This design comes from an exercise in tuning for small area, a short achievable clock period and few clock cycles on the open sky130 flow, not from production work.
The RTL of this run was laid out without a check of its function.
Power figures rest on the tool's default switching activity, not on a simulated workload.

`flow/config.mk`:
```
export PLATFORM = sky130hd
export DESIGN_NAME = FAdd
export DESIGN_NICKNAME = FAdd
export VERILOG_FILES = /design/flow/design.v
export SDC_FILE = /design/flow/constraint.sdc
export NUM_CORES = 4
export LEC_CHECK = 0
export ABC_AREA = 1
export CAP_MARGIN = 20
export CORE_MARGIN = 2
export CORE_UTILIZATION = 40
export CTS_BUF_LIST = sky130_fd_sc_hd__clkbuf_8
export SETUP_SLACK_MARGIN = 1.5
export SLEW_MARGIN = 20
```
`flow/constraint.sdc`:
```
create_clock -name core_clock -period 10.0 [get_ports {clk}]
set_input_delay 2.0000 -clock core_clock [delete_from_list [all_inputs] [get_ports {clk}]]
set_output_delay 2.0000 -clock core_clock [all_outputs]
set_load 0.01 [all_outputs]
```
`flow/design.v`:
```
module FAdd(
    input rst,
    input clk,
    input  [31:0]               a,
    input  [31:0]               b,
    output reg [31:0]           c,
    output reg [2:0]            state
);
    wire a_s = a[31];
    wire b_s = b[31];
    wire [7:0] a_e = a[30:23];
    wire [7:0] b_e = b[30:23];
    wire a_h = |a_e;
    wire b_h = |b_e;
    wire a_max = &a_e;
    wire b_max = &b_e;
    wire a_mz = ~|a[22:0];
    wire b_mz = ~|b[22:0];
    wire a_inf = a_max & a_mz;
    wire b_inf = b_max & b_mz;
    wire any_nan = (a_max & ~a_mz) | (b_max & ~b_mz) | (a_inf & b_inf & (a_s ^ b_s));
    wire any_inf = a_inf | b_inf;
    wire swap, same;
    fa_gt #(31) u_cmp(.a(b[30:0]), .b(a[30:0]), .gt(swap), .eq(same));
    wire [7:0] ea1 = {a_e[7:1], a_e[0] | ~a_h};    
    wire [7:0] eb1 = {b_e[7:1], b_e[0] | ~b_h};
    wire [7:0] d = swap ? eb1 - ea1 : ea1 - eb1;
    wire [7:0] e_big = swap ? eb1 : ea1;
    wire s_big = swap ? b_s : a_s;
    wire [23:0] m_big = swap ? {b_h, b[22:0]} : {a_h, a[22:0]};
    wire [23:0] m_sml = swap ? {a_h, a[22:0]} : {b_h, b[22:0]};
    wire sub = a_s ^ b_s;
    wire [4:0] sh = d[4:0] | {5{|d[7:5]}};
    reg [25:0] al;
    reg        sticky;
    integer k;
    always @* begin
        al = {m_sml, 2'b00};
        sticky = 1'b0;
        for (k = 4; k >= 0; k = k - 1)
            if (sh[k]) begin
                sticky = sticky | |(al & ((26'd1 << (1 << k)) - 1));
                al = al >> (1 << k);
            end
    end
    wire [27:0] op_s = {1'b0, al, sticky};
    wire [27:0] sum;
    fa_add #(28) u_add(.x({1'b0, m_big, 3'b000}), .y(op_s ^ {28{sub}}), .ci(sub), .s(sum));
    reg first_n;               
    reg [27:0] r_sum;
    reg [7:0]  r_e;
    reg        r_s;
    reg        r_nan;
    reg        r_inf;
    always @(posedge clk) begin
        first_n <= rst;
        if (!first_n) begin
            r_sum <= sum;
            r_e   <= e_big;
            r_s   <= s_big & ~(sub & same);    
            r_nan <= any_nan;
            r_inf <= any_inf;
        end
    end
    reg [27:0] lim;
    integer i;
    always @* begin
        for (i = 0; i < 28; i = i + 1)
            lim[i] = (r_e == 27 - i);
    end
    wire [27:0] lz_in = r_sum | lim;
    wire [4:0] lz;
    fa_lzc u_lzc(.x({lz_in, 4'b0000}), .n(lz), .zero());
    wire [27:0] n = r_sum << lz;
    wire [7:0] ex = {8{n[27]}} & (r_e + 8'd1 - {3'b0, lz});
    wire rnd = n[3] & (n[2] | n[1] | n[0] | n[4]);
    wire [30:0] pk;
    fa_inc #(31) u_inc(.x({ex, n[26:4]}), .ci(rnd), .s(pk));
    wire ovf = (r_e == 8'd254) & r_sum[27];
    always @* begin
        state = {3{first_n}};
        if (r_nan)
            c = 32'h7f800001;
        else if (r_inf | ovf)
            c = {r_s, 8'hff, 23'd0};
        else
            c = {r_s, pk};
    end
endmodule
module fa_add #(parameter N = 28) (
    input  [N-1:0] x,
    input  [N-1:0] y,
    input          ci,
    output [N-1:0] s
);
    localparam M = N + 1;
    reg [M-1:0] g, p, gn, pn;
    integer l, i;
    always @* begin
        g = {x & y, ci};
        p = {x ^ y, 1'b0};
        for (l = 1; l < M; l = l * 2) begin
            gn = g; pn = p;
            for (i = 0; i < M; i = i + 1)
                if ((i / l) % 2 == 1) begin
                    gn[i] = g[i] | (p[i] & g[(i/l)*l - 1]);
                    pn[i] = p[i] & p[(i/l)*l - 1];
                end
            g = gn; p = pn;
        end
    end
    assign s = x ^ y ^ g[M-2:0];
endmodule
module fa_inc #(parameter N = 31) (
    input  [N-1:0] x,
    input          ci,
    output [N-1:0] s
);
    reg [N-1:0] p, pn;
    integer l, i;
    always @* begin
        p = x;
        for (l = 1; l < N; l = l * 2) begin
            pn = p;
            for (i = 0; i < N; i = i + 1)
                if ((i / l) % 2 == 1) pn[i] = p[i] & p[(i/l)*l - 1];
            p = pn;
        end
    end
    assign s = x ^ ({p[N-2:0], 1'b1} & {N{ci}});
endmodule
module fa_gt #(parameter N = 31) (
    input  [N-1:0] a,
    input  [N-1:0] b,
    output         gt,
    output         eq
);
    reg [N-1:0] g, e, gn, en;
    integer l, i;
    always @* begin
        g = a & ~b;
        e = ~(a ^ b);
        for (l = 1; l < N; l = l * 2) begin
            gn = g; en = e;
            for (i = 0; i < N; i = i + 1)
                if ((i / l) % 2 == 1) begin
                    gn[i] = g[i] | (e[i] & g[(i/l)*l - 1]);
                    en[i] = e[i] & e[(i/l)*l - 1];
                end
            g = gn; e = en;
        end
    end
    assign gt = g[N-1];
    assign eq = e[N-1];
endmodule
module fa_lzc (
    input  [31:0] x,
    output [4:0]  n,
    output        zero
);
    reg [15:0] z0;  reg [15:0] c0;       
    reg [7:0]  z1;  reg [15:0] c1;       
    reg [3:0]  z2;  reg [11:0] c2;       
    reg [1:0]  z3;  reg [7:0]  c3;       
    integer i;
    always @* begin
        for (i = 0; i < 16; i = i + 1) begin
            z0[i] = ~x[2*i+1] & ~x[2*i];
            c0[i] = ~x[2*i+1];
        end
        for (i = 0; i < 8; i = i + 1) begin
            z1[i] = z0[2*i+1] & z0[2*i];
            c1[2*i +: 2] = z0[2*i+1] ? {1'b1, c0[2*i]} : {1'b0, c0[2*i+1]};
        end
        for (i = 0; i < 4; i = i + 1) begin
            z2[i] = z1[2*i+1] & z1[2*i];
            c2[3*i +: 3] = z1[2*i+1] ? {1'b1, c1[2*(2*i) +: 2]} : {1'b0, c1[2*(2*i+1) +: 2]};
        end
        for (i = 0; i < 2; i = i + 1) begin
            z3[i] = z2[2*i+1] & z2[2*i];
            c3[4*i +: 4] = z2[2*i+1] ? {1'b1, c2[3*(2*i) +: 3]} : {1'b0, c2[3*(2*i+1) +: 3]};
        end
    end
    assign n = z3[1] ? {1'b1, c3[3:0]} : {1'b0, c3[7:4]};
    assign zero = z3[1] & z3[0];
endmodule
```
`flow/flow/run.sh`:
```
#!/bin/bash
# Layout flow: the standard flow (standard.sh) with two changes.
#  1. Synthesis is the standard synthesis script, except that ABC maps
#     the logic with flow/map.abc instead of ORFS's abc_area.script.  All
#     other synthesis steps, and so every register, are unchanged.
#  2. buffer_ports uses sky130_fd_sc_hd__buf_2 for the port buffers (every
#     input and output still gets its own buffer).
set -euo pipefail
W=$(pwd)
cat > "$W/my_synth.tcl" <<EOT
proc abc {args} {
  set i [lsearch -exact \$args -script]
  if {\$i >= 0} { lset args [expr {\$i+1}] $W/flow/map.abc }
  yosys abc {*}\$args
}
source $W/synth_recipe.tcl
EOT
sed "s#SYNTH_SCRIPT=[^ ]*#SYNTH_SCRIPT=$W/my_synth.tcl#" standard.sh > my_standard.sh
grep -q "SYNTH_SCRIPT=$W/my_synth.tcl" my_standard.sh
export BUFFER_PORTS_ARGS="-buffer_cell sky130_fd_sc_hd__buf_2"
bash my_standard.sh > standard.log 2>&1
```
`flow/flow/map.abc`:
```
&get -n
&st
&dch
&nf -R 1000
&put
topo
stime -c
buffer -c
upsize -c
dnsize -c
```
`flow/standard.sh`:
```
#!/bin/bash
# synth_recipe.tcl (not shown) runs the flow's synth.tcl, then flattens the netlist and writes it again
# the make line also repeats each setting of config.mk as NAME=value (left out here)
make -C /OpenROAD-flow-scripts/flow DESIGN_CONFIG=/design/flow/config.mk WORK_HOME=/design/flow/orfs CLKGATE_MAP_FILE= SYNTH_SCRIPT=/design/flow/synth_recipe.tcl "${@:-finish}"
```
==> out/metrics.csv <==
stage;metric;value;unit
synth;synthesized area per cell;7.50;µm²
global_route;GRT Overall Usage;19.5;%
drt;drt total wl;22.7;mm
drt;vias;8207;
finish;ANT cells;0;
finish;final core utilization;47.0;%
synth;post-synthesis simple-gate area fraction;21.2;%
die;Die Y-Extent;148;µm
synth;dominant synthesized flop cell;edfxtp_1;
clock_network;Root Driver;clkbuf_8;
drt;DR pass1 iterations;6;
placement;Detailed Place HPWL;18.8;mm
synth;Post-Syn Area;8340;µm²
timing;final setup vio count;0;
clock_network;H-tree levels;2;
critical_path;CP most frequent cell;buf_4;
clock_network;CTS clk-pin slew, worst paths;70;ps
worst_hold_path;Worst Hold Depth;2;
synth;EDFF count, synth;39;
die;DIE AREA;22000;µm²
critical_path;worst r2r dst;r_e[1];
synth;Synth Area in XOR/XNOR;6.72;%
die;num ports;101;
synth;adder-cell share of the synthesized area;13.1;%
critical_path;CP Max Fanout;16;
critical_path;Critical Setup Path Class;in2reg;
clock_network;CTS tree;yes;
timing;fmax;123;MHz
power;PD cells;187;nW/µm²
clock_network;Num CTS Buffers;5;
global_route;initial antenna violation count;0;
die;Core ar.;20400;µm²
timing;Final TNS setup;0;ps
critical_path;worst-case reg-to-reg path depth;2;
placement;RePlAce Congestion;0.916;
timing;Slew headroom;47.5;%
global_route;vias in the first global route;7211;
clock_network;worst skew pair latency;290;ps
synth;sequential area share after synthesis;14.3;%
clock_network;Max clock buf depth;2;
global_route;total grt overflow;0;
synth;FF+latch count, synth;40;
timing;Layout Skew;2.52;ps
run;Max Cap Viol;0;
die;Initial Util;41.0;%
die;Rows;52;
drt;antenna viol nets, final;0;
synth;post-synthesis async set-or-reset flop share;0;%
clock_network;clk sinks;40;
worst_hold_path;HP Class;reg2reg;
power;Peak VDD IR;0.0639;mV
power;P_leak;4.24;nW
timing;final count of hold timing violations;0;
synth;Synth Warn #;5;
global_route;largest net degree at the start of global routing;76;
synth;syn nets;1262;
critical_path;CP peak stage delay;560;ps
finish;synthesis-to-layout area growth;14.8;%
drt;Avg WL per Cell;15.5;µm
finish;fin nets;1340;
timing;crit share post-route;81.2;%
finish;fraction of layout cells with a size suffix above 1;17.7;%
timing;final-report max-slew violation count;0;
synth;fraction of the mapped netlist area in compound gates;21.5;%
drt;post-DR vias/cell;5.62;
synth;post-synthesis mux area share;16.9;%
worst_hold_path;hold endpoint;r_sum[5];
critical_path;Worst setup EP type;register;
critical_path;Worst path slowest cell;o31ai_1;
die;die width;148;µm
critical_path;CP startpoint;a[17];
timing;Worst Tran Pin Value;787;ps
synth;largest family of logic cells by synthesized area;compound AO/OA/AOI/OAI gates;
status;status;finished clean;
critical_path;CP delay by family, top;compound AO/OA/AOI/OAI gates;
drt;Residual DRC;0;
critical_path;reg2reg start;first_n;
critical_path;CP arrival;8150;ps
synth;cells after synthesis;1112;
placement;buffers added on ports;100;
clock_network;hold buffer count at cts;0;
synth;Netlist cell types;78;
critical_path;CP Launch Type;input pin;
worst_hold_path;hold_sp;first_n;
timing;minimum clock period;8120;ps
global_route;first-pass GRT wire length;35.3;mm
timing;RSZ-0062 raised after global routing;true;
critical_path;Worst Path Buf+Inv;5;
critical_path;worst endpoint required time;10040;ps
critical_path;reg2reg setup slack;8860;ps
drt;DRT iter0 DRCs;463;
[per-stage QoR]
stage	cells	setup WS [ps]	instance area [µm²]	hold WS, ps	power (mW)
floorplan	1112	1760	8340	1130	1.27
global placement	1432	1160	9030	880	1.59
detailed placement	1432	1080	9030	890	1.60
CTS	1441	1550	9170	912	1.74
global route	1461	1400	9580	962	1.96
finish	1461	1880	9580	882	1.79
[final cells by class]
class	count	area, µm²
fill	2023	10800
multi-input combinational	949	6890
sequential	40	1190
timing repair buffer	133	811
tap	270	338
inverter	61	231
clock buffer	5	68.8
clock inverter	3	46.3
[worst reg2reg max path, stage by stage (launching register included)]
cell and delay, ps:
dfxtp_1 330, inv_1 50, buf_4 380
[per-layer routing]
metal | wire length, µm | global-route usage [%]
met5 | 0 | 0
met4 | 791 | 8.19
met3 | 752 | 0.583
met2 | 10400 | 32.9
met1 | 10700 | 26.4
[sequential cells by signal (all words and copies together), names as in the netlist]
register	flops
r_e	8
r_inf	1
r_sum	28
r_nan	1
r_s	1
first_n	1
[synthesized netlist by cell type, drive strengths merged, types with 2 or more instances]
cell type	number	area (µm²)
xor2	21	184
o22ai	2	12.5
a211oi	11	82.6
nand4	17	106
a21oi	104	524
mux2	6	67.6
or2	5	31.3
nor3	25	136
nand3	18	103
nor2b	6	37.5
o21ai	90	454
and4	3	28.8
o31ai	4	30.0
a211o	2	17.5
o221ai	5	43.8
a311oi	20	175
a221oi	3	26.3
a41o	2	20.0
fa	6	120
nor4	19	140
ha	78	976
and2	20	129
a22o	4	35.0
a2111oi	3	26.3
a21boi	2	15.0
nand2b	4	25.0
a31oi	12	75.1
o211ai	2	20.0
nor3b	2	20.0
a31o	5	43.8
buf	30	171
clkbuf	33	124
inv	61	231
nand2	102	395
mux2i	134	1340
xnor2	43	377
o21a	3	22.5
nor2	126	492
a21o	13	97.6
edfxtp	39	1170
and3	14	92.6
[worst max path at each step]
| stage | endpoint | slack (ps) | depth (start not counted) |
|---|---|---|---|
| final | r_sum[15] | 1880 | 26 |
| after global placement | r_sum[15] | 1160 | 23 |
| after floorplan | r_sum[27] | 1760 | 35 |
| after global routing | r_sum[27] | 1400 | 34 |
| after CTS | r_sum[27] | 1550 | 31 |
| after detailed placement | r_sum[27] | 1080 | 31 |
[power breakdown]
group	internal (mW)	leakage [nW]	total [mW]	switching (mW)
combinational	0.560	3.79	1.35	0.786
clock	0.0750	0.0548	0.130	0.0549
sequential	0.261	0.395	0.313	0.0522
total	0.896	4.24	1.79	0.893
[cells by family (layout without fill, tap and decap cells)]
group,after synthesis,count (layout)
compound gates,295,295
fa+ha+maj,84,84
simple gates,365,366
buf+inv,124,202
xor+xnor,64,64
mux,140,140
flops,40,40
[layout by cell type, fill, tap and decap left out, drive strengths merged, types with 3 or more instances in the layout]
cell type  Yosys  routed
nand3         18      18
o31ai          4       4
a31o           5       5
a2111oi        3       3
a22o           4       4
buf           30     131
nand2b         4       4
a311oi        20      20
or2            5       5
nor2b          6       6
nor3          25      25
a21oi        104     104
nor4          19      19
a31oi         12      12
clkbuf        33       6
a221oi         3       3
nor2         126     126
fa             6       6
o221ai         5       5
nand4         17      17
nand2        102     103
and3          14      14
and2          20      20
xnor2         43      43
a21o          13      13
a211oi        11      11
o21ai         90      90
o21a           3       3
and4           3       3
xor2          21      21
mux2i        134     134
ha            78      78
edfxtp        39      39
mux2           6       6
inv           61      62
[repair_timing]
| action | in CTS | in global routing |
|---|---|---|
| buffers inserted | 1 | 17 |
| cloned | 0 | 3 |
| setup endpoints to repair | 18 | 36 |
| gates resized for setup | 4 | 51 |
| pin swaps | 1 | 9 |
| hold endpoints to repair | 0 | 0 |

==> static timing again, ports no longer ideal <==
The flow's constraints put no driver on any port. The routed layout listed below was extracted and timed again, unchanged, in two steps. Step 1: set_driving_cell puts a clkbuf_16 on clk and a buf_2 on each other input, an assumption about the parent block. Step 2 times the ports against the registers' clock, not the clock port: input delays grow and output delays shrink by t, the midpoint of the rising clock arrivals with the driver on. Three values: no drivers, after step 1, after step 2; two values: the first two.
t (ns): 0.321
slack for setup (ns): 1.885 / 1.885 / 1.574
hold WS [ns]: 0.882 / 0.882 / 0.882
After both steps this run still meets setup and hold. For this run, drivers alone change the setup slack by 0.000 ns; drivers and shift together by -0.311 ns.
